This is an optimization exercise on Yosys and OpenROAD, whose aim is small area, not a production implementation. Where RTL was checked, it was by simulation tests only, not by an equivalence proof against the original. For runs 2 to 5, only the layout was checked, not whether the RTL still works. Power and IR drop assume default switching activity.

[design/flow/flow/run.sh]
#!/bin/bash
# Standard ORFS layout, with every port buffered by the smallest buffer,
# Yosys/ABC's buffers removed before placement, and one tie cell.
set -euo pipefail
export BUFFER_PORTS_ARGS="-buffer_cell sky130_fd_sc_hd__buf_1"
export REMOVE_ABC_BUFFERS=1
export SKIP_REPAIR_TIE_FANOUT=1
bash standard.sh > standard.log 2>&1
[design/flow/standard.sh]
#!/bin/bash
# synth_recipe.tcl (not shown) runs the flow's synth.tcl, then flattens the netlist and writes it again
# the make line also repeats each setting of config.mk as NAME=value (left out here)
make -C /OpenROAD-flow-scripts/flow DESIGN_CONFIG=/design/flow/config.mk WORK_HOME=/design/flow/orfs CLKGATE_MAP_FILE= SYNTH_SCRIPT=/design/flow/synth_recipe.tcl "${@:-finish}"
[design/flow/config.mk]
export PLATFORM = sky130hd
export DESIGN_NAME = processing_fsm
export DESIGN_NICKNAME = processing_fsm
export VERILOG_FILES = /design/flow/design.v
export SDC_FILE = /design/flow/constraint.sdc
export NUM_CORES = 4
export LEC_CHECK = 0
export CAP_MARGIN = 0
export CORE_MARGIN = 2
export CORE_UTILIZATION = 70
export CTS_BUF_LIST = sky130_fd_sc_hd__clkbuf_8
export CTS_CLUSTER_DIAMETER = 60
export CTS_CLUSTER_SIZE = 40
export SLEW_MARGIN = 0
[design/flow/constraint.sdc]
create_clock -name core_clock -period 7.0 [get_ports {clock}]
set_input_delay 1.4000 -clock core_clock [delete_from_list [all_inputs] [get_ports {clock}]]
set_output_delay 1.4000 -clock core_clock [all_outputs]
set_load 0.01 [all_outputs]
[design/flow/design.v]
module processing_fsm(clock, reset, start_signal, size, done,
                            buf_0_write_en, buf_1_write_en, error_buf_write_en,
                            buf_0_w_data, buf_1_w_data, error_mem_w_data,
                            buf_0_r_data, buf_1_r_data, error_mem_r_data,
                            buf_0_addr, buf_1_addr, error_mem_addr, buf_sel);
    input clock;
    input reset;
    input start_signal;
    input size;
    output reg done;
    output buf_0_write_en;
    output buf_1_write_en;
    output error_buf_write_en;
    output reg [7:0] buf_0_w_data;
    output reg [7:0] buf_1_w_data;
    output [15:0] error_mem_w_data;
    input  [7:0] buf_0_r_data;
    input  [7:0] buf_1_r_data;
    input  [15:0] error_mem_r_data;
    output reg [15:0] buf_0_addr;
    output reg [15:0] buf_1_addr;
    output [15:0] error_mem_addr;
    output reg buf_sel;
    assign error_buf_write_en = 1'b0;
    assign error_mem_w_data = 16'b0;
    localparam [4:0]
        WAIT   = 5'd0,
        LMID   = 5'd1,
        LBTM1  = 5'd2,    
        LBTM   = 5'd3,    
        CHECK  = 5'd4,
        CHECKN = 5'd5,    
        DONE   = 5'd6,
        NW     = 5'd13,
        N      = 5'd14,
        NE     = 5'd15,
        W      = 5'd16,
        E      = 5'd17,
        SW     = 5'd18,
        S      = 5'd19,
        SE     = 5'd20,
        MW1    = 5'd21,
        MW2    = 5'd22,
        MW3    = 5'd23,
        SUM    = 5'd24,
        WR     = 5'd25;
    reg [4:0] state;
    reg [7:0] ema;
    assign error_mem_addr = {8'b0, ema};
    reg [5:0] pixel_count;
    reg [3:0] packet_count;
    reg       size_r;          
    reg wr;                    
    assign buf_0_write_en = wr & ~buf_sel;
    assign buf_1_write_en = wr & buf_sel;
    reg [15:0] eb0, eb1, eb2;
    reg [1:0]  ptr;
    reg [2:0]  fp;             
    reg [10:0] acc;
    wire s_check  = (state == CHECK) || (state == CHECKN);
    wire s_nw = (state == NW), s_n = (state == N), s_ne = (state == NE);
    wire s_w  = (state == W),  s_e = (state == E), s_sw = (state == SW);
    wire s_s  = (state == S),  s_se = (state == SE);
    wire s_top  = s_nw | s_n | s_ne;
    wire s_addr = s_top | s_w | s_e | s_sw | s_s | s_se;
    wire s_data = state[4] && !state[3];           
    wire [2:0] di = state[2:0];                    
    wire pix0    = (pixel_count == 6'd0);
    wire pix_r   = size_r ? (pixel_count == 6'd31) : (pixel_count == 6'd15);
    wire pkt_r   = size_r ? (packet_count == 4'd7) : (packet_count == 4'd15);
    wire at_top  = (ema == 8'd1);
    wire at_bot  = (ema == 8'd240);
    wire at_left = pix0 && (packet_count == 4'd0);
    wire at_right = pix_r && pkt_r;
    wire off_w   = pix0;
    wire off_e   = !pix0 && pix_r;
    reg [1:0] phys;
    always @(*) begin
        case ({s_check, s_top})
            2'b10, 2'b11: phys = (ptr == 2'd0) ? 2'd1 : (ptr == 2'd1) ? 2'd2 : 2'd0;
            2'b01:        phys = ptr;
            default:      phys = (ptr == 2'd0) ? 2'd2 : (ptr == 2'd1) ? 2'd0 : 2'd1;
        endcase
    end
    wire [15:0] word = (phys == 2'd0) ? eb0 : (phys == 2'd1) ? eb1 : eb2;
    wire dec = (s_nw | s_ne | s_sw) & off_w;
    wire inc = s_se & off_e;
    wire [3:0] pidx = packet_count + {dec, dec, dec, dec | inc};
    wire oob = (dec && packet_count == 4'd0) || (inc && packet_count == 4'd15);
    wire ebit = !oob && word[~pidx];
    wire err_mid = ebit;
    wire f = buf_sel ^ (s_w | s_e | (ebit & !(s_top & at_top)));
    wire dxm = s_nw | s_w | s_sw;
    wire dxp = s_ne | s_e | s_se;
    wire dym = s_top;
    wire dyp = s_sw | s_s | s_se;
    wire [7:0] u   = {2'b0, pixel_count} + {{7{dxm}}, dxm | dxp};    
    wire [10:0] t  = {{3{u[7]}}, u} +
                     (size_r ? {1'b0, packet_count, 5'b0} : {2'b0, packet_count, 4'b0});
    wire [2:0] dya  = dym ? 3'b110 : dyp ? 3'b000 : 3'b111;
    wire [2:0] c3   = t[10:8] + dya;
    wire [7:0] hi   = ema + {{5{c3[2]}}, c3};
    wire [15:0] nbr = {hi, t[7:0]};
    wire [7:0] pix = fp[2] ? buf_1_r_data : buf_0_r_data;
    reg [1:0] wt;
    always @(*) begin
        if (at_top && at_left)       case (di) 4: wt = 3; 6: wt = 3; 7: wt = 2; default: wt = 0; endcase
        else if (at_top && at_right) case (di) 3: wt = 3; 5: wt = 2; 6: wt = 3; default: wt = 0; endcase
        else if (at_top)             case (di) 3: wt = 2; 4: wt = 2; 5: wt = 1; 6: wt = 2; 7: wt = 1; default: wt = 0; endcase
        else if (at_bot && at_left)  case (di) 1: wt = 3; 2: wt = 2; 4: wt = 3; default: wt = 0; endcase
        else if (at_bot && at_right) case (di) 0: wt = 2; 1: wt = 3; 3: wt = 3; default: wt = 0; endcase
        else if (at_left)            case (di) 1: wt = 2; 2: wt = 1; 4: wt = 2; 6: wt = 2; 7: wt = 1; default: wt = 0; endcase
        else if (at_right)           case (di) 0: wt = 1; 1: wt = 2; 3: wt = 2; 5: wt = 1; 6: wt = 2; default: wt = 0; endcase
        else if (at_bot)             case (di) 0: wt = 1; 1: wt = 2; 2: wt = 1; 3: wt = 2; 4: wt = 2; default: wt = 0; endcase
        else                         wt = 1;
        if (!s_data) wt = 0;
    end
    wire [10:0] acc_in = s_w ? 11'd0 : acc;
    always @(posedge clock) begin
        acc <= acc_in + (wt[1] ? {2'b0, pix, 1'b0} : 11'd0) + (wt[0] ? {3'b0, pix} : 11'd0);
        fp  <= {fp[1:0], f};
    end
    wire pix_last  = size ? (pixel_count == 6'd31) : (pixel_count == 6'd15);
    wire pkt_last  = size ? (packet_count == 4'd7) : (packet_count == 4'd15);
    wire line_last = (ema == 8'd240);    
    wire next_pkt  = s_check ? !err_mid : pix_last;
    always @(posedge clock) begin
        if (state == WAIT || state == DONE) begin
            pixel_count <= 0;
            packet_count <= 0;
        end else if (s_check || state == WR) begin
            if (next_pkt) begin
                pixel_count <= 0;
                packet_count <= pkt_last ? 4'd0 : packet_count + 4'd1;
            end else if (state == WR)
                pixel_count <= pixel_count + 6'd1;
        end
        if (s_check) size_r <= size;
    end
    always @(posedge clock) begin
        if (state == WAIT) begin
            ptr <= 2'd0;
            eb1 <= error_mem_r_data;
        end else if (s_check) begin
            case (ptr)
                2'd0: eb2 <= error_mem_r_data;
                2'd1: eb0 <= error_mem_r_data;
                default: eb1 <= error_mem_r_data;
            endcase
        end else if (state == LBTM) begin
            ptr <= {ptr == 2'd1, ptr == 2'd0};
        end
    end
    always @(posedge clock, negedge reset) begin
        if (!reset) begin
            state <= WAIT;
            done <= 1'b0;
            buf_sel <= 1'b0;
            wr <= 1'b0;
            buf_0_w_data <= 8'd0;
            buf_1_w_data <= 8'd0;
            buf_0_addr <= 16'd0;
            buf_1_addr <= 16'd0;
            ema <= 8'd0;
        end else begin
            done <= (state == DONE);
            wr <= (state == WR);
            if (state == DONE) buf_sel <= ~buf_sel;
            if (state == WR) begin
                if (buf_sel) buf_1_w_data <= acc[10:3];
                else         buf_0_w_data <= acc[10:3];
            end
            if (s_addr) begin
                if (f) begin
                    buf_1_addr <= nbr;
                    if (s_e) buf_0_addr <= buf_1_addr;
                end else
                    buf_0_addr <= nbr;
            end
            case (state)
                WAIT:   ema <= {7'b0, start_signal};
                LMID:   ema <= 8'd1;
                CHECKN: ema <= ema + 8'd1;
                default: ;
            endcase
            case (state)
                WAIT:   state <= start_signal ? LMID : WAIT;
                LMID:   state <= LBTM1;
                LBTM1:  state <= CHECK;
                LBTM:   state <= CHECKN;
                DONE:   state <= WAIT;
                CHECK, CHECKN, WR: begin
                    if (s_check && err_mid) state <= NW;
                    else if (!next_pkt || !pkt_last) state <= CHECK;
                    else if (line_last) state <= DONE;
                    else state <= LBTM;
                end
                NW:  state <= N;
                N:   state <= NE;
                NE:  state <= W;
                W:   state <= E;
                E:   state <= SW;
                SW:  state <= S;
                S:   state <= SE;
                SE:  state <= MW1;
                MW1: state <= MW2;
                MW2: state <= MW3;
                MW3: state <= SUM;
                SUM: state <= WR;
                default: state <= WAIT;
            endcase
        end
    end
endmodule
==> qor.txt, run 1 <==
Syn Area/Cell -> 10.56 sq um
end of the worst hold path -> fp[1]$_DFF_P_
Final Non-Filler Cells -> 1023
CTS tree -> yes
most common cell after layout, fill and taps aside -> buf_1
Final setup viols -> 0
max-slew violations -> 0
yosys warns -> 1
Max VDD drop -> 0.0003039 V
outcome -> timing/DRC/antenna clean
all-layer global routing usage -> 30.27%
WL/cell -> 18.35 um
Synth Area in Simple Gates -> 12.90%
cell type with the highest aggregate area in the netlist -> dfrtp_1
internal power -> 2.159 mW
post-CTS resize count -> 0
area of the core -> 11860 sq um
Cells after DPL -> 991
drt total wl -> 18.78 mm
DRT iter0 DRCs -> 513
leak pwr -> 3.899 nW
minimum setup slack among reg-to-reg paths -> 0.47 ns
Hold Path Stages -> 0
Rows -> 40
RSZ-0062 raised after global routing -> no
Placer Congestion -> 0.9127
Die ar. -> 12930 sq um
Compound-Gate Fraction of Synth Area -> 15.37%
Post-Synth XOR/XNOR Area -> 4.054%
CP Data Arrival Time -> 6.87 ns
average via count per standard cell -> 6.273
Combinational Power Share -> 47.3%
Syn Std Cell Area -> 8426 sq um
Cell Pwr Density -> 409.4 nW/um^2
total CTS buffers -> 17
Least-Margin Pin Slew -> 1.051 ns
switching power -> 1.573 mW
clock skew -> 0.009459 ns
DR DRC count -> 0
Crit. End Element -> flip-flop
H-tree Lvls -> 4
Tmin final -> 6.530 ns
count of final hold-check violations -> 0
Clock power frac -> 18.1%
flops & latches, synth -> 139
Layout area overhead -> 8.167%
most frequent cells in the layout -> buf_1, nand2_1, dfrtp_1
post-synthesis mux area share -> 8.494%
FILL cells -> 808
largest net degree at the start of global routing -> 65
period utilization -> 93.28%
maximum fanout along the worst path -> 16
Hold Crit Start -> fp[0]$_DFF_P_
Worst slew margin -> 29.28%
drt pass-1 iters -> 5
Die H -> 113.7 um
post-synthesis cell type count -> 77
initial antenna violation count -> 0
port buffer count -> 95
sequential share of power -> 34.6%
# diodes -> 0
HPWL Detailed -> 13.44 mm
register area share after synthesis -> 42.65%
Sw Share -> 42.14%
Post-CTS Setup Repair Bufs -> 0
Initial Util -> 71.03%
Adder-Cell Fraction of Synth Area -> 10.01%
Final #Nets -> 958
Worst R2R Start -> state[4]$_DFF_PN0_
share of layout cells above drive strength 1 -> 11.76%
Longest Clk Path Bufs -> 2
Yosys top cell area share -> 19.01%
clock latency on the worst-skew pair -> 0.45 ns
largest cells by area after synthesis -> dfrtp_1, edfxtp_1, ha_1
Reg-to-Reg End -> buf_0_addr[15]$_DFFE_PN0P_
Final ANT Viol Nets -> 0
Main synth FF type -> dfrtp_1
reg2reg path depth -> 25
EDFF count, synth -> 49
vias -> 6417
clk root buf -> clkbuf_8
boundary pin count -> 121
Peak Freq -> 153.1 MHz
ys async rst share -> 46.04%
cts hold-fix bufs -> 0
max-cap violation count -> 0
CTS sink cnt -> 139
required time of the critical path -> 7.34 ns
Reg clk slew, reported paths -> 0.08 ns
Die X -> 113.7 um
combinational family with the most area after synthesis -> compound AO/OA/AOI/OAI gates
Critical Path Source Type -> flip-flop
global route overflow -> 0
kind of critical path -> reg2reg
Mapped Cells -> 798
number of global-route vias before repair -> 6128
Fin Setup TNS -> 0 ns
first-pass GRT wire length -> 30.70 mm
Worst Hold Class -> reg2reg
critical path, stage by stage (launching register included):
cell	delay [ns]
dfrtp_1	0.60
and3b_1	0.38
a21oi_1	0.43
inv_1	0.28
ha_1	0.34
ha_1	0.23
fa_1	0.41
a21o_1	0.17
a21oi_1	0.23
o21ai_0	0.13
a21oi_1	0.24
o21bai_1	0.10
a21oi_1	0.19
xor2_1	0.11
fa_1	0.41
xnor2_1	0.17
xnor2_2	0.36
ha_1	0.35
a21oi_1	0.24
o21ai_0	0.16
o21ai_0	0.18
nand2b_1	0.08
a21oi_1	0.18
xnor2_1	0.15
xnor2_1	0.10
a222oi_1	0.23
cell type report:
| type | instances | area (sq um) | area share, % |
|---|---|---|---|
| Tap cell | 147 | 183.9 | 2.018 |
| Clock buffer | 17 | 234.0 | 2.567 |
| Clock inverter | 15 | 172.7 | 1.895 |
| Multi-Input combinational cell | 547 | 4300 | 47.19 |
| Sequential cell | 139 | 3595 | 39.44 |
| Timing Repair Buffer | 104 | 425.4 | 4.668 |
| Inverter | 54 | 202.7 | 2.224 |
worst max-delay path by stage:
stage / startpoint / end / slack (ns) / cells past startpoint
6_report: state[4]$_DFF_PN0_ / buf_0_addr[15]$_DFFE_PN0P_ / 0.47 / 25
5_1_grt: state[4]$_DFF_PN0_ / buf_0_addr[15]$_DFFE_PN0P_ / 0.02 / 25
4_1_cts: state[3]$_DFF_PN0_ / buf_0_addr[15]$_DFFE_PN0P_ / 0.31 / 25
3_5_place_dp: state[3]$_DFF_PN0_ / buf_0_addr[15]$_DFFE_PN0P_ / 0.35 / 25
3_3_place_gp: state[3]$_DFF_PN0_ / buf_0_addr[15]$_DFFE_PN0P_ / 0.70 / 25
2_1_floorplan: state[2]$_DFF_PN0_ / buf_0_addr[15]$_DFFE_PN0P_ / 1.06 / 25
routing by layer:
layer | up-vias | track usage [%] | part of all wire (%)
met2 | 255 | 49.90 | 49
met1 | 3147 | 40.55 | 43
met3 | 28 | 6.376 | 6.2
li1 | 2987 | - | -
met5 | - | 0 | 0
met4 | 0 | 9.675 | 1.6
power by group through the flow:
stage	logic (mW)	clock network, mW	registers [mW]
5_1_grt	1.94	0.710	1.33
3_5_place_dp	1.73	0	1.30
4_1_cts	1.74	0.680	1.29
3_3_place_gp	1.67	0	1.28
2_1_floorplan	1.21	0	1.33
6_report	1.76	0.675	1.29
registers in the layout, indices dropped and copies added, names as in the netlist:
name and count:
fp 3, acc 11, buf_0_addr 16, buf_0_w_data 8, state 5, ema 8
wr 1, buf_sel 1, buf_1_addr 16, eb1 16, eb0 16, size_r 1
pixel_count 6, eb2 16, ptr 2, packet_count 4, buf_1_w_data 8, done 1
per-stage QoR:
stage               setup WS (ns)  total power [mW]  instance area, sq um  hold WS (ns)  utilization (%)
floorplan                   1.062             2.539                  8083        0.3096                -
global placement           0.6994             2.957                  8698        0.3119            73.33
detailed placement         0.3513             3.029                  8698        0.3220            73.33
CTS                        0.3056             3.714                  9105        0.3458            76.76
global route              0.02088             3.978                  9114        0.3481            76.84
finish                     0.4703             3.731                  9114        0.3367            76.84
logic make-up (layout without fill, tap and decap cells):
logic type	after synthesis	after routing
multiplexers	60	60
adder cells (fa/ha/maj)	59	59
other	1	1
buffers and inverters	112	190
flip-flops	139	139
AND/OR/NAND/NOR	216	216
XOR/XNOR	39	39
AO/OA/AOI/OAI	172	172
synth_stat cells (8+ instances only):
cell type / count
a21oi_1: 41
a221o_1: 14
and2_1: 23
and3_1: 10
buf_4: 25
clkbuf_1: 17
dfrtp_1: 64
dfxtp_1: 26
edfxtp_1: 49
fa_1: 14
ha_1: 45
inv_1: 51
mux2_2: 36
mux2i_1: 16
nand2_1: 71
nand2b_1: 9
nand3_1: 17
nand4_1: 9
nor2_1: 36
nor2b_1: 8
nor3_1: 10
o21ai_0: 29
xnor2_1: 28
xor2_1: 11
==> run 2, diff against run 1 <==
--- a/design/flow/design.v
+++ b/design/flow/design.v
@@ -95,6 +95,6 @@
     wire dym = s_top;
     wire dyp = s_sw | s_s | s_se;
-    wire [7:0] u   = {2'b0, pixel_count} + {{7{dxm}}, dxm | dxp};    
-    wire [10:0] t  = {{3{u[7]}}, u} +
+    wire [6:0] u   = {1'b0, pixel_count} + {{6{dxm}}, dxm | dxp};    
+    wire [10:0] t  = {{4{u[6]}}, u} +
                      (size_r ? {1'b0, packet_count, 5'b0} : {2'b0, packet_count, 4'b0});
     wire [2:0] dya  = dym ? 3'b110 : dyp ? 3'b000 : 3'b111;
==> qor.txt, run 2 <==
Worst R2R Start -> state[4]$_DFF_PN0_
minimum setup slack among reg-to-reg paths -> 0.46 ns
pre-CTS WS -> 0.3389 ns
DRT iter0 DRCs -> 540
Worst slew margin -> 32.14%
Final ANT Viol Nets -> 0
crit-path max cell delay -> 0.51 ns
Initial Util -> 71.12%
Reg clk slew, reported paths -> 0.08 ns
Fin Setup TNS -> 0 ns
port buffer count -> 95
cell type with the highest aggregate area in the netlist -> dfrtp_1
all-layer global routing usage -> 30.03%
Yosys top cell area share -> 18.90%
most frequent cells in the layout -> buf_1, nand2_1, inv_1, dfrtp_1, edfxtp_1
clk root buf -> clkbuf_8
CTS sink cnt -> 139
CTS tree -> yes
Post-CTS Setup Repair Bufs -> 0
Syn Area/Cell -> 10.22 sq um
hold_ws -> 0.3333 ns
Syn Std Cell Area -> 8472 sq um
ys async rst share -> 46.04%
Placer Congestion -> 0.9210
Die H -> 114.0 um
average via count per standard cell -> 6.235
area of the core -> 11910 sq um
leak pwr -> 3.885 nW
FILL cells -> 823
max-cap violation count -> 0
most common cell after layout, fill and taps aside -> buf_1
clock skew -> 0.01248 ns
Least-Margin Pin Slew -> 1.012 ns
kind of critical path -> reg2reg
DR DRC count -> 0
yosys warns -> 1
Die X -> 114.0 um
Mapped Cells -> 829
Critical Path Source Type -> flip-flop
max-slew violations -> 0
count of final hold-check violations -> 0
global route overflow -> 0
cts hold-fix bufs -> 0
crit path from -> state[4]$_DFF_PN0_
top-count cell post-synth -> nand2_1
Final #Nets -> 986
Cell Pwr Density -> 389.4 nW/um^2
final instance area -> 9205 sq um
Reg-to-Reg End -> buf_0_addr[15]$_DFFE_PN0P_
reg2reg path depth -> 28
maximum fanout along the worst path -> 14
HPWL Detailed -> 13.99 mm
required time of the critical path -> 7.37 ns
Final setup viols -> 0
initial antenna violation count -> 0
first-pass GRT wire length -> 30.64 mm
share of layout cells above drive strength 1 -> 13.08%
largest net degree at the start of global routing -> 65
critical path's slowest cell -> dfrtp_1
WL/cell -> 18.06 um
vias -> 6590
post-synthesis cell type count -> 86
flops & latches, synth -> 139
Peak Freq -> 153.0 MHz
Layout area overhead -> 8.655%
CP Capture Point -> buf_0_addr[15]$_DFFE_PN0P_
register area share after synthesis -> 42.42%
Rows -> 40
# diodes -> 0
drt pass-1 iters -> 6
Tmin final -> 6.535 ns
CP Data Arrival Time -> 6.91 ns
number of global-route vias before repair -> 6389
total CTS buffers -> 17
Setup WS post-layout -> 0.4646 ns
clock latency on the worst-skew pair -> 0.46 ns
Main synth FF type -> dfrtp_1
Area after DPL -> 8762 sq um
Die ar. -> 13000 sq um
synth cell count leaders -> nand2_1, dfrtp_1, inv_1
outcome -> timing/DRC/antenna clean
RSZ-0062 raised after global routing -> no
boundary pin count -> 121
drt total wl -> 19.09 mm
largest cells by area after synthesis -> dfrtp_1, edfxtp_1, dfxtp_1
EDFF count, synth -> 49
period utilization -> 93.36%
Crit. End Element -> flip-flop
Worst Hold Class -> reg2reg
Max VDD drop -> 0.0002569 V
Most common cell on crit path -> ha_1
H-tree Lvls -> 4
Longest Clk Path Bufs -> 2
==> run 2: per-layer routing <==
metal,vias to the layer above,share of wire [%],global-route usage (%)
met5,-,0,0
met4,0,1.4,9.593
met3,32,7.4,7.651
met2,286,49,48.89
met1,3207,42,39.72
li1,3065,-,-
==> run 2: power by group <==
part | total [mW] | switching (mW) | internal [mW]
sequential | 1.27 | 0.169 | 1.10
combinational | 1.62 | 0.956 | 0.665
clock | 0.697 | 0.338 | 0.359
total | 3.58 | 1.46 | 2.12
==> run 2: critical path, delay by kind of cell, from the launching register on <==
family	cells	cell delay (ns)
buf+inv	3	0.36
fa+ha+maj	5	1.72
flops	1	0.51
simple gates	8	1.29
xor+xnor	5	1.15
compound gates	7	1.42
==> run 2: how the worst min path moves through the flow <==
stage	startpoint	endpoint	slack, ns	cells past startpoint
floorplan	fp[0]$_DFF_P_	fp[1]$_DFF_P_	0.31	0
finish	fp[0]$_DFF_P_	fp[1]$_DFF_P_	0.33	0
global placement	fp[0]$_DFF_P_	fp[1]$_DFF_P_	0.32	0
detailed placement	fp[0]$_DFF_P_	fp[1]$_DFF_P_	0.31	0
CTS	fp[0]$_DFF_P_	fp[1]$_DFF_P_	0.34	0
global route	fp[1]$_DFF_P_	fp[2]$_DFF_P_	0.34	0
==> run 2: final cells by class <==
cell class | instances | area [sq um] | area share (%)
Tap cell | 147 | 183.9 | 1.998
Inverter | 65 | 256.5 | 2.786
Clock buffer | 17 | 234.0 | 2.542
Clock inverter | 15 | 188.9 | 2.052
Sequential cell | 139 | 3596 | 39.06
Timing Repair Buffer | 106 | 440.4 | 4.785
Multi-Input combinational cell | 568 | 4305 | 46.77
==> run 2: metrics by stage <==
stage          cells  utilization, %  power [mW]
6_report        1057           77.28       3.585
5_1_grt         1057           77.28       3.802
4_1_cts         1057           77.11       3.568
3_5_place_dp    1025           73.56       2.865
3_3_place_gp    1025           73.56       2.802
2_1_floorplan    772               -       2.414
==> run 2: cells by family (layout without fill, tap and decap cells) <==
family | after synthesis | in the layout | share of synthesized area (%)
AO/OA/AOI/OAI | 166 | 166 | 14.12
XOR/XNOR | 39 | 39 | 4.194
adder cells (fa/ha/maj) | 54 | 54 | 9.098
buffers and inverters | 122 | 203 | 6.971
flip-flops | 139 | 139 | 42.42
multiplexers | 57 | 57 | 7.960
other | 1 | 1 | 0.04426
AND/OR/NAND/NOR | 251 | 251 | 15.20
==> run 2: timing repair <==
action | in CTS | in global routing
setup endpoints to repair | 0 | 3
gates resized for setup | 0 | 5
endpoints found under the hold margin | 0 | 0
==> run 3, diff against run 2 <==
--- a/design/flow/config.mk
+++ b/design/flow/config.mk
@@ -9,6 +9,5 @@
 export CORE_MARGIN = 2
 export CORE_UTILIZATION = 70
-export CTS_BUF_LIST = sky130_fd_sc_hd__clkbuf_8
-export CTS_CLUSTER_DIAMETER = 60
-export CTS_CLUSTER_SIZE = 40
+export CTS_BUF_LIST = sky130_fd_sc_hd__clkbuf_4 sky130_fd_sc_hd__clkbuf_8
+export CTS_CLUSTER_SIZE = 20
 export SLEW_MARGIN = 0
==> qor.txt, run 3 <==
area of the core -> 11910 sq um
Worst R2R Start -> state[4]$_DFF_PN0_
final instance area -> 9205 sq um
cell type with the highest aggregate area in the netlist -> dfrtp_1
DR DRC count -> 0
Placer Congestion -> 0.9210
Layout area overhead -> 8.655%
required time of the critical path -> 7.37 ns
clock latency on the worst-skew pair -> 0.46 ns
Tmin final -> 6.535 ns
Least-Margin Pin Slew -> 1.012 ns
combinational family with the most area after synthesis -> simple AND/OR/NAND/NOR gates
top-count cell post-synth -> nand2_1
EDFF count, synth -> 49
average via count per standard cell -> 6.235
Cells after DPL -> 1025
cts hold-fix bufs -> 0
port buffer count -> 95
clk root buf -> clkbuf_8
period utilization -> 93.36%
global route overflow -> 0
HPWL Detailed -> 13.99 mm
vias -> 6590
number of global-route vias before repair -> 6389
Final Non-Filler Cells -> 1057
synth cell count leaders -> nand2_1, dfrtp_1, inv_1
Hold Crit Start -> fp[0]$_DFF_P_
max-cap violation count -> 0
Post-Synth XOR/XNOR Area -> 4.194%
CTS sink cnt -> 139
H-tree Lvls -> 4
most common cell after layout, fill and taps aside -> buf_1
critical path's slowest cell -> dfrtp_1
total CTS buffers -> 17
count of final hold-check violations -> 0
Main synth FF type -> dfrtp_1
Synth Area in Simple Gates -> 15.20%
Yosys top cell area share -> 18.90%
register area share after synthesis -> 42.42%
drt pass-1 iters -> 6
largest net degree at the start of global routing -> 65
Critical Path Source Type -> flip-flop
Mapped Cells -> 829
Worst slew margin -> 32.14%
ys async rst share -> 46.04%
flops & latches, synth -> 139
crit-path max cell delay -> 0.51 ns
Worst Hold Class -> reg2reg
Final setup viols -> 0
Reg clk slew, reported paths -> 0.08 ns
CP Data Arrival Time -> 6.91 ns
drt total wl -> 19.09 mm
Final ANT Viol Nets -> 0
maximum fanout along the worst path -> 14
yosys warns -> 1
post-CTS resize count -> 0
post-synthesis cell type count -> 86
max-slew violations -> 0
leak pwr -> 3.885 nW
most frequent cells in the layout -> buf_1, nand2_1, inv_1, dfrtp_1, edfxtp_1
Initial Util -> 71.12%
Adder-Cell Fraction of Synth Area -> 9.098%
WL/cell -> 18.06 um
Syn Std Cell Area -> 8472 sq um
Area after DPL -> 8762 sq um
Die H -> 114.0 um
clock skew -> 0.01248 ns
Max VDD drop -> 0.0002569 V
outcome -> timing/DRC/antenna clean
Longest Clk Path Bufs -> 2
boundary pin count -> 121
Die X -> 114.0 um
Post-CTS Setup Repair Bufs -> 0
largest cells by area after synthesis -> dfrtp_1, edfxtp_1, dfxtp_1
CTS tree -> yes
RSZ-0062 raised after global routing -> no
initial antenna violation count -> 0
Peak Freq -> 153.0 MHz
Fin Setup TNS -> 0 ns
Final #Nets -> 986
all-layer global routing usage -> 30.03%
Rows -> 40
minimum setup slack among reg-to-reg paths -> 0.46 ns
Compound-Gate Fraction of Synth Area -> 14.12%
Crit. End Element -> flip-flop
# diodes -> 0
DRT iter0 DRCs -> 540
share of layout cells above drive strength 1 -> 13.08%
Final Util -> 77.28%
Syn Area/Cell -> 10.22 sq um
first-pass GRT wire length -> 30.64 mm
Most common cell on crit path -> ha_1
post-synthesis mux area share -> 7.960%
Cell Pwr Density -> 389.4 nW/um^2
crit path from -> state[4]$_DFF_PN0_
kind of critical path -> reg2reg
Die ar. -> 13000 sq um
## run 3: area by class of cell
type	instances	area (sq um)
clock buffer	17	234.0
clock inverter	15	188.9
fill	823	2706
inverter	65	256.5
multi-input combinational	568	4305
sequential	139	3596
tap	147	183.9
timing repair buffer	106	440.4
## run 3: power breakdown
| part | switching (mW) | leakage, nW | total [mW] | internal, mW |
|---|---|---|---|---|
| registers | 0.169 | 1.53 | 1.27 | 1.10 |
| clock network | 0.338 | 0.211 | 0.697 | 0.359 |
| logic | 0.956 | 2.15 | 1.62 | 0.665 |
## run 3: cell families (layout without fill, tap and decap cells)
family          Yosys count  after routing
fa+ha+maj                54             54
xor+xnor                 39             39
other cells               1              1
flops                   139            139
mux                      57             57
compound gates          166            166
simple gates            251            251
buf+inv                 122            203
## run 3: through the flow
step,power [mW],setup slack (ns),hold slack (ns)
after CTS,3.568,0.2863,0.3369
after floorplan,2.414,0.6057,0.3096
after detailed placement,2.865,0.3389,0.3147
final,3.585,0.4646,0.3333
after global placement,2.802,0.6541,0.3177
after global routing,3.802,0.008158,0.3435
## run 3: per-layer routing
metal / GRT usage, % / vias to the layer above / part of all wire, %
met2: 48.89 / 286 / 49
li1: - / 3065 / -
met3: 7.651 / 32 / 7.4
met1: 39.72 / 3207 / 42
met4: 9.593 / 0 / 1.4
met5: 0 / - / 0
## run 3: path summary, 6_finish.rpt
check                      depth (start not counted)                         end
min reg2reg                                        0               fp[1]$_DFF_P_
min in group asynchronous                          2          ema[3]$_DFFE_PN0P_
max                                               28  buf_0_addr[15]$_DFFE_PN0P_
max reg2reg                                       28  buf_0_addr[15]$_DFFE_PN0P_
max in group asynchronous                          2          state[2]$_DFF_PN0_
min                                                0               fp[1]$_DFF_P_
## run 3: critical path, delay by kind of cell (launching register included)
| family | cells | cell delay [ns] |
|---|---|---|
| compound gates | 7 | 1.42 |
| xor+xnor | 5 | 1.15 |
| fa+ha+maj | 5 | 1.72 |
| buf+inv | 3 | 0.36 |
| flops | 1 | 0.51 |
| simple gates | 8 | 1.29 |
==> run 4, diff against run 3 <==
==> design/flow/config.mk (replaced) <==
export PLATFORM = sky130hd
export DESIGN_NAME = processing_fsm
export DESIGN_NICKNAME = processing_fsm
export VERILOG_FILES = /design/flow/design.v
export SDC_FILE = /design/flow/constraint.sdc
export NUM_CORES = 4
export LEC_CHECK = 0
export ABC_AREA = 1
export CAP_MARGIN = 0
export CORE_MARGIN = 2
export CORE_UTILIZATION = 60
export CTS_BUF_LIST = sky130_fd_sc_hd__clkbuf_4
export CTS_CLUSTER_SIZE = 12
export SLEW_MARGIN = 0
==> qor.txt, run 4 <==
top-count cell post-synth -> nand2_1
Fin Setup TNS -> 0 ns
Final #Nets -> 1211
Most common cell on crit path -> nand2_1
leak pwr -> 4.543 nW
Placer Congestion -> 0.9314
Max Used Layer -> met4
Metal-1 WL -> 9.010 mm
drt total wl -> 19.25 mm
all-layer global routing usage -> 26.70%
CTS sink cnt -> 139
count of final hold-check violations -> 0
first-pass GRT wire length -> 31.70 mm
post-synthesis cell type count -> 51
max-cap violation count -> 0
Max VDD drop -> 0.0002678 V
Crit. End Element -> flip-flop
CP Data Arrival Time -> 6.80 ns
EDFF count, synth -> 49
final instance area -> 9153 sq um
flops & latches, synth -> 139
largest cells by area after synthesis -> dfrtp_1, edfxtp_1, nand2_1
required time of the critical path -> 7.44 ns
Syn Std Cell Area -> 8518 sq um
Longest Clk Path Bufs -> 2
HPWL Detailed -> 14.02 mm
most frequent cells in the layout -> nand2_1, inv_1, buf_1
Worst R2R Start -> state[1]$_DFF_PN0_
boundary pin count -> 121
number of global-route vias before repair -> 6543
Main synth FF type -> dfrtp_1
Die ar. -> 15170 sq um
average via count per standard cell -> 5.284
Rows -> 43
outcome -> timing/DRC/antenna clean
CTS tree -> yes
WL/cell -> 14.62 um
Tmin final -> 6.360 ns
Final setup viols -> 0
Peak Freq -> 157.2 MHz
DR DRC count -> 0
area of the core -> 13880 sq um
drt pass-1 iters -> 6
Met3 Wirelength -> 1.057 mm
crit-path max cell delay -> 0.46 ns
H-tree Lvls -> 4
Reg-to-Reg End -> buf_0_addr[15]$_DFFE_PN0P_
Worst Hold Class -> reg2reg
reg2reg path depth -> 47
period utilization -> 90.86%
Yosys top cell area share -> 18.80%
kind of critical path -> reg2reg
synth cell count leaders -> nand2_1, inv_1, nand3_1
DRT iter0 DRCs -> 553
global route overflow -> 0
clk root buf -> clkbuf_4
Syn Area/Cell -> 8.113 sq um
Critical Path Source Type -> flip-flop
Layout area overhead -> 7.447%
cell type with the highest aggregate area in the netlist -> dfrtp_1
Initial Util -> 61.37%
Cell Pwr Density -> 453.8 nW/um^2
max-slew violations -> 0
clock skew -> 0.02285 ns
yosys warns -> 1
Area after DPL -> 8802 sq um
most common cell after layout, fill and taps aside -> nand2_1
total CTS buffers -> 17
Final Util -> 65.94%
Die X -> 123.2 um
critical path's slowest cell -> dfrtp_2
Mapped Cells -> 1050
minimum setup slack among reg-to-reg paths -> 0.64 ns
maximum fanout along the worst path -> 7
Least-Margin Pin Slew -> 1.048 ns
register area share after synthesis -> 42.19%
Die H -> 123.2 um
CP Capture Point -> buf_0_addr[15]$_DFFE_PN0P_
port buffer count -> 95
Reg clk slew, reported paths -> 0.11 ns
ys async rst share -> 46.04%
initial antenna violation count -> 1
Worst slew margin -> 29.63%
crit path from -> state[1]$_DFF_PN0_
share of layout cells above drive strength 1 -> 9.515%
FILL cells -> 1235
clock latency on the worst-skew pair -> 0.55 ns
Final ANT Viol Nets -> 0
wire length on met2 -> 8.852 mm
largest net degree at the start of global routing -> 65
vias -> 6954
Power Total -> 4.154 mW
==> run 4: cell count changes after synthesis, moves of 16 or more <==
cell / before / now
mux2_2: 35 / 4
nand2_2: 1 / 17
nor2_1: 41 / 67
inv_1: 62 / 143
nand3_1: 20 / 94
nand2_1: 77 / 268
o21ai_0: 32 / 55
==> run 4: final cells by class <==
cell class / instances / area (sq um) / area share, %
sequential: 139 / 3598 / 39.32
antenna: 1 / 2.502 / 0.02734
clock inverter: 6 / 78.83 / 0.8612
tap: 180 / 225.2 / 2.461
inverter: 153 / 579.3 / 6.329
multi-input combinational: 710 / 4070 / 44.47
timing repair buffer: 101 / 402.9 / 4.402
clock buffer: 26 / 195.2 / 2.133
==> run 4: cells by family after synthesis <==
family / synth area share (%)
buf+inv: 10.69
flops: 42.19
other cells: 0.04402
simple gates: 26.72
mux: 0.6463
fa+ha+maj: 8.931
compound gates: 7.903
xor+xnor: 2.879
==> run 4: what timing repair did <==
action	CTS	global route
resized for setup	0	19
hold buffers	0	0
setup buffers	0	2
setup endpoints to repair	0	8
==> run 4: critical path: cells and delay by family, from the launching register on <==
kind                     cells  cell delay, ns
AND/OR/NAND/NOR             22            2.07
adder cells (fa/ha/maj)      6            1.74
buffers and inverters       10            0.77
AO/OA/AOI/OAI                6            0.65
XOR/XNOR                     3            0.52
flip-flops                   1            0.46
==> run 4: how the worst min path moves through the flow <==
stage / start / end / slack [ns] / cells after the start
floorplan: fp[0]$_DFF_P_ / fp[1]$_DFF_P_ / 0.31 / 0
global placement: fp[0]$_DFF_P_ / fp[1]$_DFF_P_ / 0.31 / 0
detailed placement: fp[1]$_DFF_P_ / fp[2]$_DFF_P_ / 0.31 / 0
CTS: fp[1]$_DFF_P_ / fp[2]$_DFF_P_ / 0.33 / 0
global route: fp[1]$_DFF_P_ / fp[2]$_DFF_P_ / 0.35 / 0
finish: fp[1]$_DFF_P_ / fp[2]$_DFF_P_ / 0.32 / 0
==> run 4: where the power goes <==
group          switching [mW]  internal (mW)  total [mW]
clock network           0.275          0.245       0.520
logic                    1.65          0.738        2.39
registers               0.147           1.10        1.25
==> run 4: routing by layer <==
layer | GRT usage [%] | vias to the layer above
met5 | 0 | -
met4 | 9.020 | 0
met3 | 4.935 | 29
met2 | 41.48 | 190
met1 | 37.78 | 3226
li1 | - | 3509
==> run 4: through the flow <==
stage | hold WS (ns) | setup WS (ns) | instances
detailed placement | 0.3121 | 0.08157 | 1281
finish | 0.3231 | 0.6401 | 1316
CTS | 0.3258 | 0.03396 | 1313
floorplan | 0.3096 | 0.6998 | 1002
global placement | 0.3132 | 0.3812 | 1281
global route | 0.3493 | -0.04528 | 1316
==> run 5, diff against run 4 <==
==> design/flow/flow/run.sh (replaced) <==
#!/bin/bash
# Standard ORFS layout, with every port buffered by the smallest buffer and
# Yosys/ABC's buffers removed before placement.
set -euo pipefail
export BUFFER_PORTS_ARGS="-buffer_cell sky130_fd_sc_hd__buf_1"
export REMOVE_ABC_BUFFERS=1
bash standard.sh > standard.log 2>&1
==> design/flow/config.mk (replaced) <==
export PLATFORM = sky130hd
export DESIGN_NAME = processing_fsm
export DESIGN_NICKNAME = processing_fsm
export VERILOG_FILES = /design/flow/design.v
export SDC_FILE = /design/flow/constraint.sdc
export NUM_CORES = 4
export LEC_CHECK = 0
export CAP_MARGIN = 20
export CORE_MARGIN = 2
export CORE_UTILIZATION = 60
export CTS_BUF_LIST = sky130_fd_sc_hd__clkbuf_8
export CTS_CLUSTER_SIZE = 20
export SLEW_MARGIN = 20
==> qor.txt, run 5 <==
max-slew violations -> 0
Most common cell on crit path -> ha_1
Combinational Power Share -> 45.9%
Worst slew margin -> 39.42%
Max VDD drop -> 0.0002463 V
total CTS buffers -> 17
largest net degree at the start of global routing -> 65
all-layer global routing usage -> 26.31%
Fin Setup TNS -> 0 ns
Die H -> 122.8 um
met2 Use GR -> 41.33%
leak pwr -> 3.947 nW
period utilization -> 93.70%
yosys warns -> 1
max-cap violation count -> 0
clock skew -> 0.01224 ns
most frequent cells in the layout -> buf_1, nand2_1, dfrtp_1
kind of critical path -> reg2reg
Cell Pwr Density -> 377.4 nW/um^2
# diodes -> 0
Peak Freq -> 152.5 MHz
Mapped Cells -> 829
Sw Share -> 42.29%
Initial Util -> 61.27%
CP Data Arrival Time -> 6.94 ns
RSZ-0062 raised after global routing -> no
Least-Margin Pin Slew -> 0.9087 ns
CTS tree -> yes
Tmin final -> 6.559 ns
drt pass-1 iters -> 6
register area share after synthesis -> 42.42%
outcome -> timing/DRC/antenna clean
Reg clk slew, reported paths -> 0.10 ns
internal power -> 2.022 mW
Syn Area/Cell -> 10.22 sq um
sequential share of power -> 35.9%
Clock power frac -> 18.2%
Final setup viols -> 0
global route overflow -> 0
vias -> 6589
Final ANT Viol Nets -> 0
Placer Congestion -> 0.9406
synth cell count leaders -> nand2_1, dfrtp_1, inv_1
DR DRC count -> 0
post-synthesis cell type count -> 86
maximum fanout along the worst path -> 21
ys async rst share -> 46.04%
Layout area overhead -> 9.585%
initial antenna violation count -> 0
Crit. End Element -> flip-flop
Die ar. -> 15090 sq um
drt total wl -> 19.08 mm
FILL cells -> 1079
H-tree Lvls -> 4
top-count cell post-synth -> nand2_1
EDFF count, synth -> 49
average via count per standard cell -> 5.915
flops & latches, synth -> 139
first-pass GRT wire length -> 30.59 mm
CTS sink cnt -> 139
clock latency on the worst-skew pair -> 0.47 ns
largest cells by area after synthesis -> dfrtp_1, edfxtp_1, dfxtp_1
crit-path max cell delay -> 0.50 ns
boundary pin count -> 121
cell type with the highest aggregate area in the netlist -> dfrtp_1
Rows -> 43
grt peak-use layer -> met2
required time of the critical path -> 7.38 ns
Critical Path Source Type -> flip-flop
WL/cell -> 17.13 um
port buffer count -> 95
Main synth FF type -> dfrtp_1
share of layout cells above drive strength 1 -> 12.53%
DRT iter0 DRCs -> 561
met3 Use GR -> 4.600%
area of the core -> 13830 sq um
Die X -> 122.8 um
critical path's slowest cell -> dfrtp_1
Final #Nets -> 1010
Post-CTS Setup Repair Bufs -> 0
switching power -> 1.482 mW
Yosys top cell area share -> 18.90%
Worst Hold Class -> reg2reg
count of final hold-check violations -> 0
number of global-route vias before repair -> 6221
most common cell after layout, fill and taps aside -> buf_1
HPWL Detailed -> 14.04 mm
clk root buf -> clkbuf_8
Syn Std Cell Area -> 8472 sq um
Longest Clk Path Bufs -> 2
GR Util met1 -> 36.46%
hold_ws -> 0.3382 ns
run 5: changes by cell type in the layout (fill, tap and decap cells not counted), moves of 20 or more:
cell	delta
clkbuf_4	-26
conb_1	+24
inv_1	-80
mux2_2	+31
nand2_1	-190
nand3_1	-73
o21ai_0	-20
run 5: logic make-up after synthesis:
family / Yosys count / synth area share, %
other cells: 1 / 0.04426
mux: 57 / 7.960
flops: 139 / 42.42
compound gates: 166 / 14.12
xor+xnor: 39 / 4.194
buf+inv: 122 / 6.971
simple gates: 251 / 15.20
fa+ha+maj: 54 / 9.098
run 5: area by class of cell:
type | instances | area [sq um] | area share, %
multi-input cells | 592 | 4385 | 47.24
clock inverters | 15 | 147.6 | 1.590
flip-flops and latches | 139 | 3595 | 38.72
well taps | 180 | 225.2 | 2.426
inverters | 65 | 256.5 | 2.763
repair buffers | 106 | 440.4 | 4.744
clock buffers | 17 | 234.0 | 2.520
run 5: critical path: cells and delay by family, from the launching register on:
family          cells  cell delay (ns)
simple gates        9             1.28
buf+inv             4             0.59
fa+ha+maj           5             1.67
compound gates      7             1.20
flops               1             0.50
xor+xnor            5             1.20
run 5: metal layers:
layer / part of all wire, % / routed length (um)
met1: 45 / 8634
met2: 47 / 8938
met3: 5.9 / 1128
met4: 2.0 / 383
met5: 0 / 0
run 5: path summary, 6_finish.rpt:
kind,from,to,slack (ns),cells past startpoint
max,state[2]$_DFF_PN0_,buf_0_addr[15]$_DFFE_PN0P_,0.44,30
min reg2reg,fp[1]$_DFF_P_,fp[2]$_DFF_P_,0.34,0
min,fp[1]$_DFF_P_,fp[2]$_DFF_P_,0.34,0
min in group asynchronous,reset,buf_0_addr[11]$_DFFE_PN0P_,1.13,2
max reg2reg,state[2]$_DFF_PN0_,buf_0_addr[15]$_DFFE_PN0P_,0.44,30
max in group asynchronous,reset,state[3]$_DFF_PN0_,5.30,2
run 5: power by group through the flow:
stage	sequential (mW)	clock [mW]	combinational, mW
after floorplan	1.30	0	1.11
after global placement	1.26	0	1.57
after detailed placement	1.27	0	1.59
after CTS	1.26	0.651	1.60
after global routing	1.29	0.685	1.78
final	1.26	0.636	1.61
run 5: repair_timing:
action,in CTS,in global routing
endpoints found under the hold margin,0,0
resized for setup,0,2
endpoints found under the setup margin,0,2
hold buffers,0,0
run 5: stage by stage:
| stage | setup WS (ns) | util [%] | power, mW | instance area (sq um) | cells |
|---|---|---|---|---|---|
| finish | 0.4412 | 67.14 | 3.504 | 9284 | 1114 |
| global route | 0.03803 | 67.14 | 3.751 | 9284 | 1114 |
| CTS | 0.3684 | 67.08 | 3.511 | 9275 | 1114 |
| detailed placement | 0.4429 | 64.32 | 2.865 | 8894 | 1082 |
| global placement | 0.6452 | 64.32 | 2.832 | 8894 | 1082 |
| floorplan | 0.6057 | - | 2.414 | 8228 | 796 |
==> run 6, diff against run 5 <==
--- a/design/flow/design.v
+++ b/design/flow/design.v
@@ -95,6 +95,6 @@
     wire dym = s_top;
     wire dyp = s_sw | s_s | s_se;
-    wire [6:0] u   = {1'b0, pixel_count} + {{6{dxm}}, dxm | dxp};    
-    wire [10:0] t  = {{4{u[6]}}, u} +
+    wire [7:0] u   = {2'b0, pixel_count} + {{7{dxm}}, dxm | dxp};    
+    wire [10:0] t  = {{3{u[7]}}, u} +
                      (size_r ? {1'b0, packet_count, 5'b0} : {2'b0, packet_count, 4'b0});
     wire [2:0] dya  = dym ? 3'b110 : dyp ? 3'b000 : 3'b111;
==> design/flow/flow/run.sh (replaced) <==
#!/bin/bash
# Standard ORFS layout, with every port buffered by the smallest buffer,
# Yosys/ABC's buffers removed before placement, one tie cell, and a clock
# tree without dummy loads.
set -euo pipefail
export BUFFER_PORTS_ARGS="-buffer_cell sky130_fd_sc_hd__buf_1"
export REMOVE_ABC_BUFFERS=1
export SKIP_REPAIR_TIE_FANOUT=1
export CTS_ARGS="-sink_clustering_enable -repair_clock_nets -dont_use_dummy_load -buf_list sky130_fd_sc_hd__clkbuf_8 -sink_clustering_size 20"
bash standard.sh > standard.log 2>&1
==> design/flow/config.mk (replaced) <==
export PLATFORM = sky130hd
export DESIGN_NAME = processing_fsm
export DESIGN_NICKNAME = processing_fsm
export VERILOG_FILES = /design/flow/design.v
export SDC_FILE = /design/flow/constraint.sdc
export NUM_CORES = 4
export LEC_CHECK = 0
export CAP_MARGIN = 0
export CORE_MARGIN = 2
export CORE_UTILIZATION = 70
export GPL_TIMING_DRIVEN = 0
export SLEW_MARGIN = 0
==> qor.txt, run 6 <==
drt pass-1 iters -> 5
boundary pin count -> 121
Reg clk slew, reported paths -> 0.07 ns
period utilization -> 90.65%
Max VDD drop -> 0.0002305 V
yosys warns -> 1
Die H -> 113.7 um
max-cap violation count -> 0
kind of critical path -> reg2reg
initial antenna violation count -> 0
Fin Setup TNS -> 0 ns
clock latency on the worst-skew pair -> 0.44 ns
CTS sink cnt -> 139
Rows -> 40
Layout area overhead -> 6.237%
EDFF count, synth -> 49
final instance area -> 8951 sq um
HPWL Detailed -> 13.20 mm
CP Data Arrival Time -> 6.68 ns
required time of the critical path -> 7.34 ns
area of the core -> 11860 sq um
Worst R2R Start -> state[2]$_DFF_PN0_
largest cells by area after synthesis -> dfrtp_1, edfxtp_1, ha_1
crit-path max cell delay -> 0.60 ns
Peak Freq -> 157.6 MHz
Die X -> 113.7 um
Crit path depth -> 25
Die ar. -> 12930 sq um
Crit. End Element -> flip-flop
synth cell count leaders -> nand2_1, dfrtp_1, inv_1
H-tree Lvls -> 4
Syn Area/Cell -> 10.56 sq um
CTS tree -> yes
Mapped Cells -> 798
Longest Clk Path Bufs -> 2
all-layer global routing usage -> 28.43%
drt total wl -> 18.05 mm
Critical Path Source Type -> flip-flop
port buffer count -> 95
CP Capture Point -> buf_0_addr[15]$_DFFE_PN0P_
clock skew -> 0.02285 ns
Main synth FF type -> dfrtp_1
Tmin final -> 6.345 ns
Crit path buffers/inverters -> 1
top-count cell post-synth -> nand2_1
Setup WS post-layout -> 0.6545 ns
Final #Nets -> 952
Yosys top cell area share -> 19.01%
Worst slew margin -> 16.35%
pre-CTS WS -> -0.09357 ns
Final setup viols -> 0
Worst Hold Class -> reg2reg
DR DRC count -> 0
most common cell after layout, fill and taps aside -> buf_1
flops & latches, synth -> 139
Placer Congestion -> 0.9352
average via count per standard cell -> 6.307
# diodes -> 0
number of global-route vias before repair -> 6065
Cell Pwr Density -> 390.8 nW/um^2
Power Total -> 3.498 mW
global route overflow -> 0
Initial Util -> 71.03%
share of layout cells above drive strength 1 -> 10.88%
reg2reg path depth -> 25
Hold Crit Start -> fp[0]$_DFF_P_
Reg-to-Reg End -> buf_0_addr[15]$_DFFE_PN0P_
Area after DPL -> 8686 sq um
crit path from -> state[2]$_DFF_PN0_
Least-Margin Pin Slew -> 1.247 ns
family with the most delay on the worst path -> compound AO/OA/AOI/OAI gates
outcome -> timing/DRC/antenna clean
Syn Std Cell Area -> 8426 sq um
ys async rst share -> 46.04%
cell type with the highest aggregate area in the netlist -> dfrtp_1
Most common cell on crit path -> a21oi_1
largest net degree at the start of global routing -> 32
Final ANT Viol Nets -> 0
vias -> 6320
leak pwr -> 3.802 nW
WL/cell -> 18.01 um
post-synthesis cell type count -> 77
register area share after synthesis -> 42.65%
DRT iter0 DRCs -> 458
count of final hold-check violations -> 0
first-pass GRT wire length -> 29.05 mm
total CTS buffers -> 17
maximum fanout along the worst path -> 31
critical path's slowest cell -> dfrtp_2
max-slew violations -> 0
minimum setup slack among reg-to-reg paths -> 0.65 ns
hold_ws -> 0.3316 ns
most frequent cells in the layout -> buf_1, nand2_1, dfrtp_1
clk root buf -> clkbuf_8
RSZ-0062 raised after global routing -> no
==> run 6: cell types whose count changed after synthesis, moves of 6 or more <==
| cell | before | now |
|---|---|---|
| nor3_1 | 17 | 10 |
| and2_1 | 16 | 23 |
| xnor2_1 | 22 | 28 |
| inv_1 | 62 | 51 |
| nor2b_1 | 15 | 8 |
| a221o_1 | 7 | 14 |
| nand2_1 | 77 | 71 |
| or3_1 | 8 | 2 |
| nand4_1 | 2 | 9 |
==> run 6: where the power goes <==
group | total (mW) | switching [mW] | internal [mW]
clock network | 0.465 | 0.252 | 0.213
registers | 1.34 | 0.226 | 1.11
logic | 1.70 | 1.01 | 0.689
total | 3.50 | 1.49 | 2.01
==> run 6: layout make-up <==
class | count | area, sq um
clock buffer | 17 | 234.0
fill | 863 | 2910
inverter | 54 | 202.7
multi-input combinational | 547 | 4319
sequential | 139 | 3598
tap | 147 | 183.9
timing repair buffer | 98 | 412.9
==> run 6: per-layer routing <==
| layer | part of all wire [%] | routed length (um) | vias up | GRT usage [%] |
|---|---|---|---|---|
| li1 | - | - | 2975 | - |
| met4 | 1.5 | 276 | 0 | 8.130 |
| met3 | 5.5 | 999 | 26 | 6.164 |
| met2 | 49 | 8887 | 210 | 47.58 |
| met1 | 44 | 7883 | 3109 | 37.71 |
| met5 | 0 | 0 | - | 0 |
==> run 6: per-stage QoR <==
stage,std cells,utilization (%)
2_1_floorplan,740,-
3_3_place_gp,982,72.70
3_5_place_dp,985,73.23
4_1_cts,1002,75.23
5_1_grt,1002,75.46
6_report,1002,75.46
==> run 6: timing repair <==
item / in CTS / in global routing
hold buffers: 0 / 0
setup buffers: 0 / 0
endpoints found under the setup margin: 2 / 6
gates resized for setup: 3 / 6
==> run 6: worst min path at each step <==
stage / end / slack, ns / cells past startpoint
after global routing: fp[1]$_DFF_P_ / 0.34 / 0
final: fp[1]$_DFF_P_ / 0.33 / 0
after detailed placement: fp[1]$_DFF_P_ / 0.32 / 0
after floorplan: fp[1]$_DFF_P_ / 0.31 / 0
after global placement: fp[2]$_DFF_P_ / 0.31 / 0
after CTS: fp[1]$_DFF_P_ / 0.33 / 0
==> run 6: worst reg2reg max path, delay by kind of cell (launching register included) <==
| family | cells | cell delay (ns) |
|---|---|---|
| xor gates and xnor gates | 5 | 0.96 |
| adders and majority gates | 5 | 1.75 |
| DFF | 1 | 0.60 |
| AOI/OAI and AO/OA | 12 | 2.22 |
| buffers and inverters | 1 | 0.24 |
| and+or+nand+nor | 2 | 0.49 |
==> run 6: cell families after synthesis <==
| family | Yosys count | synth area share (%) |
|---|---|---|
| AO/OA/AOI/OAI | 172 | 15.37 |
| XOR/XNOR | 39 | 4.054 |
| adder cells (fa/ha/maj) | 59 | 10.01 |
| buffers and inverters | 112 | 6.474 |
| flip-flops | 139 | 42.65 |
| multiplexers | 60 | 8.494 |
| other | 1 | 0.04451 |
| AND/OR/NAND/NOR | 216 | 12.90 |
==> run 7, diff against run 6 <==
--- a/design/flow/flow/run.sh
+++ b/design/flow/flow/run.sh
@@ -7,4 +7,4 @@
 export REMOVE_ABC_BUFFERS=1
 export SKIP_REPAIR_TIE_FANOUT=1
-export CTS_ARGS="-sink_clustering_enable -repair_clock_nets -dont_use_dummy_load -buf_list sky130_fd_sc_hd__clkbuf_8 -sink_clustering_size 20"
+export CTS_ARGS="-sink_clustering_enable -repair_clock_nets -dont_use_dummy_load -buf_list {sky130_fd_sc_hd__clkbuf_8 sky130_fd_sc_hd__clkbuf_16} -sink_clustering_size 30 -sink_clustering_max_diameter 150"
 bash standard.sh > standard.log 2>&1
==> qor.txt, run 7 <==
Final setup viols -> 0
Longest Clk Path Bufs -> 2
yosys warns -> 1
drt total wl -> 18.23 mm
cell type with the highest aggregate area in the netlist -> dfrtp_1
RSZ-0062 raised after global routing -> no
outcome -> timing/DRC/antenna clean
Cell Pwr Density -> 408.9 nW/um^2
top-count cell post-synth -> nand2_1
Max VDD drop -> 0.0002534 V
share of layout cells above drive strength 1 -> 10.88%
total CTS buffers -> 17
EDFF count, synth -> 49
Mapped Cells -> 798
Power Total -> 3.739 mW
clk root buf -> clkbuf_16
Yosys top cell area share -> 19.01%
largest cells by area after synthesis -> dfrtp_1, edfxtp_1, ha_1
Crit. End Element -> flip-flop
Clock power frac -> 18.8%
Layout area overhead -> 8.509%
crit-path max cell delay -> 0.63 ns
internal power -> 2.219 mW
average via count per standard cell -> 6.315
drt pass-1 iters -> 7
CTS sink cnt -> 139
Most common cell on crit path -> a21oi_1
Crit path buffers/inverters -> 1
period utilization -> 91.03%
Sw Share -> 40.64%
max-slew violations -> 0
Final #Nets -> 952
Final Util -> 77.08%
maximum fanout along the worst path -> 16
Least-Margin Pin Slew -> 1.243 ns
max-cap violation count -> 0
clock latency on the worst-skew pair -> 0.42 ns
Die X -> 113.7 um
count of final hold-check violations -> 0
sequential share of power -> 35.8%
DR DRC count -> 0
Combinational Power Share -> 45.5%
post-synthesis cell type count -> 77
most common cell after layout, fill and taps aside -> buf_1
clock skew -> 0.01690 ns
area of the core -> 11860 sq um
flops & latches, synth -> 139
critical path's slowest cell -> dfrtp_1
cts hold-fix bufs -> 0
HPWL Detailed -> 13.20 mm
CTS tree -> yes
initial antenna violation count -> 0
switching power -> 1.520 mW
final instance area -> 9143 sq um
Syn Std Cell Area -> 8426 sq um
required time of the critical path -> 7.31 ns
WL/cell -> 18.19 um
vias -> 6328
Syn Area/Cell -> 10.56 sq um
Tmin final -> 6.372 ns
ys async rst share -> 46.04%
DRT iter0 DRCs -> 499
Main synth FF type -> dfrtp_1
Worst slew margin -> 16.60%
Reg clk slew, reported paths -> 0.05 ns
register area share after synthesis -> 42.65%
port buffer count -> 95
# diodes -> 0
CP Data Arrival Time -> 6.69 ns
most frequent cells in the layout -> buf_1, nand2_1, dfrtp_1
Peak Freq -> 156.9 MHz
synth cell count leaders -> nand2_1, dfrtp_1, inv_1
Cells after DPL -> 985
Final Non-Filler Cells -> 1002
H-tree Lvls -> 4
largest net degree at the start of global routing -> 32
all-layer global routing usage -> 29.22%
Worst Hold Class -> reg2reg
Initial Util -> 71.03%
Placer Congestion -> 0.9352
global route overflow -> 0
Final ANT Viol Nets -> 0
Critical Path Source Type -> flip-flop
boundary pin count -> 121
Die H -> 113.7 um
family with the most delay on the worst path -> compound AO/OA/AOI/OAI gates
kind of critical path -> reg2reg
first-pass GRT wire length -> 29.70 mm
leak pwr -> 3.889 nW
Area after DPL -> 8686 sq um
hold_ws -> 0.3256 ns
Die ar. -> 12930 sq um
Rows -> 40
number of global-route vias before repair -> 6173
run 7: cell counts after synthesis:
Identical to the previous run, type by type.
run 7: logic make-up (layout without fill, tap and decap cells):
kind of cell	Yosys count	after routing	synth area share [%]
AOI/OAI and AO/OA	172	172	15.37
adders and majority gates	59	59	10.01
muxes	60	60	8.494
xor gates and xnor gates	39	39	4.054
DFF	139	139	42.65
other	1	1	0.04451
buffers and inverters	112	169	6.474
and+or+nand+nor	216	216	12.90
run 7: worst paths after layout:
check | slack [ns] | endpoint | depth (start not counted) | startpoint
max reg2reg | 0.63 | buf_0_addr[15]$_DFFE_PN0P_ | 25 | state[4]$_DFF_PN0_
min | 0.33 | fp[1]$_DFF_P_ | 0 | fp[0]$_DFF_P_
min in group asynchronous | 0.87 | buf_0_w_data[6]$_DFFE_PN0P_ | 1 | reset
min reg2reg | 0.33 | fp[1]$_DFF_P_ | 0 | fp[0]$_DFF_P_
max in group asynchronous | 5.47 | buf_0_addr[12]$_DFFE_PN0P_ | 3 | reset
max | 0.63 | buf_0_addr[15]$_DFFE_PN0P_ | 25 | state[4]$_DFF_PN0_
run 7: routing by layer:
layer | track usage (%) | share of wire (%)
met2 | 49.50 | 50
met3 | 5.951 | 5.8
met1 | 37.50 | 42
met5 | 0 | 0
met4 | 10.65 | 2.1
run 7: final cells by class:
| type | instances | area, sq um |
|---|---|---|
| inverter | 54 | 202.7 |
| tap | 147 | 183.9 |
| timing repair buffer | 98 | 412.9 |
| multi-input combinational | 547 | 4319 |
| clock buffer | 17 | 425.4 |
| sequential | 139 | 3598 |
| fill | 832 | 2719 |
run 7: through the flow:
stage                     worst slack (ns)  setup TNS [ns]
after global placement             0.06271               0
after floorplan                      1.062               0
after CTS                          0.07455               0
after detailed placement          -0.09357         -0.1519
final                               0.6279               0
after global routing               0.02286               0
run 7: power groups by stage:
stage / Combinational [mW] / Sequential, mW / Clock, mW
2_1_floorplan: 1.21 / 1.33 / 0
3_3_place_gp: 1.60 / 1.33 / 0
3_5_place_dp: 1.68 / 1.34 / 0
4_1_cts: 1.69 / 1.33 / 0.710
5_1_grt: 1.88 / 1.37 / 0.738
6_report: 1.70 / 1.34 / 0.702
run 7: what timing repair did:
| item | in CTS | in global routing |
|---|---|---|
| gates resized for setup | 3 | 6 |
| setup endpoints to repair | 3 | 7 |
| buffers inserted | 0 | 0 |
==> run 8, diff against run 7 <==
==> design/flow/flow/run.sh (replaced) <==
#!/bin/bash
# Standard ORFS layout, with every port buffered by the smallest buffer,
# Yosys/ABC's buffers removed before placement, one tie cell, and a clock
# tree without dummy loads.
set -euo pipefail
export BUFFER_PORTS_ARGS="-buffer_cell sky130_fd_sc_hd__buf_1"
export REMOVE_ABC_BUFFERS=1
export SKIP_REPAIR_TIE_FANOUT=1
export CTS_ARGS="-sink_clustering_enable -repair_clock_nets -dont_use_dummy_load -buf_list sky130_fd_sc_hd__clkbuf_4 -root_buf sky130_fd_sc_hd__clkbuf_8 -sink_clustering_size 20"
bash standard.sh > standard.log 2>&1
--- a/design/flow/config.mk
+++ b/design/flow/config.mk
@@ -6,7 +6,7 @@
 export NUM_CORES = 4
 export LEC_CHECK = 0
-export CAP_MARGIN = 0
+export CAP_MARGIN = 10
 export CORE_MARGIN = 2
 export CORE_UTILIZATION = 70
 export GPL_TIMING_DRIVEN = 0
-export SLEW_MARGIN = 0
+export SLEW_MARGIN = 10
==> qor.txt, run 8 <==
port buffer count -> 95
largest cells by area after synthesis -> dfrtp_1, edfxtp_1, ha_1
area of the core -> 11860 sq um
minimum setup slack among reg-to-reg paths -> 0.63 ns
Crit path buffers/inverters -> 1
initial antenna violation count -> 1
flops & latches, synth -> 139
EDFF count, synth -> 49
kind of critical path -> reg2reg
Longest Clk Path Bufs -> 2
ys async rst share -> 46.04%
Final #Nets -> 953
average via count per standard cell -> 6.290
drt pass-1 iters -> 7
top-count cell post-synth -> nand2_1
max-cap violation count -> 0
Reg clk slew, reported paths -> 0.11 ns
Hold Crit Start -> fp[1]$_DFF_P_
max-slew violations -> 0
Mapped Cells -> 798
boundary pin count -> 121
Worst slew margin -> 15.78%
period utilization -> 90.94%
largest net degree at the start of global routing -> 32
family with the most delay on the worst path -> compound AO/OA/AOI/OAI gates
clock latency on the worst-skew pair -> 0.43 ns
global route overflow -> 0
Layout area overhead -> 5.138%
DR DRC count -> 0
Worst Hold Class -> reg2reg
most common cell after layout, fill and taps aside -> buf_1
outcome -> timing/DRC/antenna clean
most frequent cells in the layout -> buf_1, nand2_1, dfrtp_1
count of final hold-check violations -> 0
leak pwr -> 3.765 nW
Critical Path Source Type -> flip-flop
Yosys top cell area share -> 19.01%
Tmin final -> 6.366 ns
synth cell count leaders -> nand2_1, dfrtp_1, inv_1
Final Non-Filler Cells -> 1004
Syn Area/Cell -> 10.56 sq um
share of layout cells above drive strength 1 -> 10.98%
Die X -> 113.7 um
Final ANT Viol Nets -> 0
cell type with the highest aggregate area in the netlist -> dfrtp_1
total CTS buffers -> 17
Worst R2R Start -> state[3]$_DFF_PN0_
Most common cell on crit path -> a21oi_1
WL/cell -> 17.68 um
Die H -> 113.7 um
Power Total -> 3.382 mW
Placer Congestion -> 0.9352
Cells after DPL -> 985
CTS sink cnt -> 139
cts hold-fix bufs -> 0
crit path from -> state[3]$_DFF_PN0_
crit-path max cell delay -> 0.75 ns
yosys warns -> 1
HPWL Detailed -> 13.11 mm
Initial Util -> 71.03%
Syn Std Cell Area -> 8426 sq um
all-layer global routing usage -> 28.33%
maximum fanout along the worst path -> 21
Rows -> 40
Die ar. -> 12930 sq um
final instance area -> 8859 sq um
DRT iter0 DRCs -> 486
vias -> 6315
Area after DPL -> 8688 sq um
required time of the critical path -> 7.33 ns
Main synth FF type -> dfrtp_1
number of global-route vias before repair -> 6027
critical path's slowest cell -> dfrtp_1
Peak Freq -> 157.1 MHz
first-pass GRT wire length -> 28.91 mm
drt total wl -> 17.75 mm
Cell Pwr Density -> 381.8 nW/um^2
register area share after synthesis -> 42.65%
post-synthesis cell type count -> 77
Least-Margin Pin Slew -> 1.256 ns
Max VDD drop -> 0.0002251 V
clk root buf -> clkbuf_8
CTS tree -> yes
Final setup viols -> 0
CP Data Arrival Time -> 6.70 ns
Crit. End Element -> flip-flop
clock skew -> 0.03049 ns
H-tree Lvls -> 4
run 8: cell counts after synthesis:
No cell type changed its count.
run 8: final cells by class:
cell class                      count  area (sq um)
Multi-Input combinational cell    547          4319
Sequential cell                   139          3598
Fill cell                         882          3003
Timing Repair Buffer               99         417.9
Inverter                           54         202.7
Tap cell                          147         183.9
Clock buffer                       17         133.9
Antenna cell                        1         2.502
run 8: path summary, 6_finish.rpt:
path,to,cells past startpoint
max,buf_0_addr[15]$_DFFE_PN0P_,25
min,fp[2]$_DFF_P_,0
max reg2reg,buf_0_addr[15]$_DFFE_PN0P_,25
min reg2reg,fp[2]$_DFF_P_,0
max in group asynchronous,buf_1_addr[6]$_DFFE_PN0P_,3
min in group asynchronous,buf_0_w_data[6]$_DFFE_PN0P_,1
run 8: metal layers:
metal  wire, um  vias to the layer above  part of all wire (%)  GRT usage (%)
li1           -                     2984                     -              -
met1       7774                     3070                    44          38.13
met2       8659                      235                    49          46.87
met3       1012                       26                   5.7          5.845
met4        307                        0                   1.7          8.455
met5          0                        -                     0              0
run 8: what timing repair did:
item,4_1_cts,5_1_grt
resized for setup,3,6
buffers inserted,0,0
endpoints found under the setup margin,2,6
hold endpoints to repair,0,0
cloned,0,0
run 8: cells by family after synthesis:
| family | count (synthesis) | share of synthesized area, % |
|---|---|---|
| buffers and inverters | 112 | 6.474 |
| XOR/XNOR | 39 | 4.054 |
| other | 1 | 0.04451 |
| multiplexers | 60 | 8.494 |
| AND/OR/NAND/NOR | 216 | 12.90 |
| adder cells (fa/ha/maj) | 59 | 10.01 |
| flip-flops | 139 | 42.65 |
| AO/OA/AOI/OAI | 172 | 15.37 |
run 8: metrics by stage:
step / util (%) / hold slack, ns / worst slack, ns / setup TNS [ns]
final: 74.68 / 0.3407 / 0.6342 / 0
after detailed placement: 73.25 / 0.3168 / -0.06891 / -0.09815
after global placement: 72.70 / 0.3117 / 0.06271 / 0
after CTS: 74.41 / 0.3418 / 0.1617 / 0
after global routing: 74.68 / 0.3523 / -0.001635 / -0.001635
after floorplan: - / 0.3096 / 1.062 / 0
run 8: report_power, final:
group | total (mW) | leakage (nW) | internal (mW) | switching [mW]
registers | 1.33 | 1.52 | 1.11 | 0.227
clock network | 0.355 | 0.0808 | 0.119 | 0.236
logic | 1.69 | 2.16 | 0.689 | 1.00
total | 3.38 | 3.76 | 1.92 | 1.47
run 8: worst reg2reg max path: stages, from the launching register on:
cell and delay [ns]:
dfrtp_1 0.75, and3b_2 0.48, a21oi_2 0.15, inv_1 0.27, ha_1 0.30, ha_1 0.23, fa_1 0.41, a21o_1 0.17
a21oi_1 0.20, o21ai_0 0.12, a21oi_1 0.23, o21bai_1 0.09, a21oi_1 0.18, xor2_1 0.11, fa_1 0.41, xnor2_1 0.18
xnor2_2 0.38, ha_1 0.35, a21oi_1 0.21, o21ai_0 0.16, o21ai_0 0.17, nand2b_1 0.07, a21oi_1 0.17, xnor2_1 0.18
xnor2_1 0.11, a222oi_1 0.21

## afterwards: timing with drivers on the ports
Ports are ideal in the flow. The routed layouts listed here were re-timed in OpenROAD. Step 1 assumes that a clkbuf_16 drives the clock port and a buf_2 every other input. Step 2 adds t to the input delays and takes it off the output delays; t is the mean of the earliest and latest rising clock arrival at the registers after step 1. Input paths then give back, and output paths get back, about the clock's delay inside the block. Three values: ideal, step 1, step 2; two values: the first two.
run	t, ns	setup slack, ns	latest minus earliest clock arrival (ns)	worst data-port slew with drivers (ns)
run 1	0.483	0.470 / 0.470 / 0.470	0.010 / 0.010	0.05
run 2	0.498	0.465 / 0.465 / 0.465	0.012 / 0.012	0.03
run 3	0.498	0.465 / 0.465 / 0.465	0.012 / 0.012	0.03
run 4	0.574	0.640 / 0.640 / 0.640	0.023 / 0.023	0.04
run 5	0.502	0.441 / 0.441 / 0.441	0.012 / 0.012	0.04
run 6	0.469	0.655 / 0.655 / 0.655	0.022 / 0.023	0.04
run 7	0.460	0.628 / 0.628 / 0.628	0.017 / 0.017	0.04
run 8	0.455	0.634 / 0.634 / 0.634	0.031 / 0.030	0.04
After both steps every run listed still meets setup and hold.
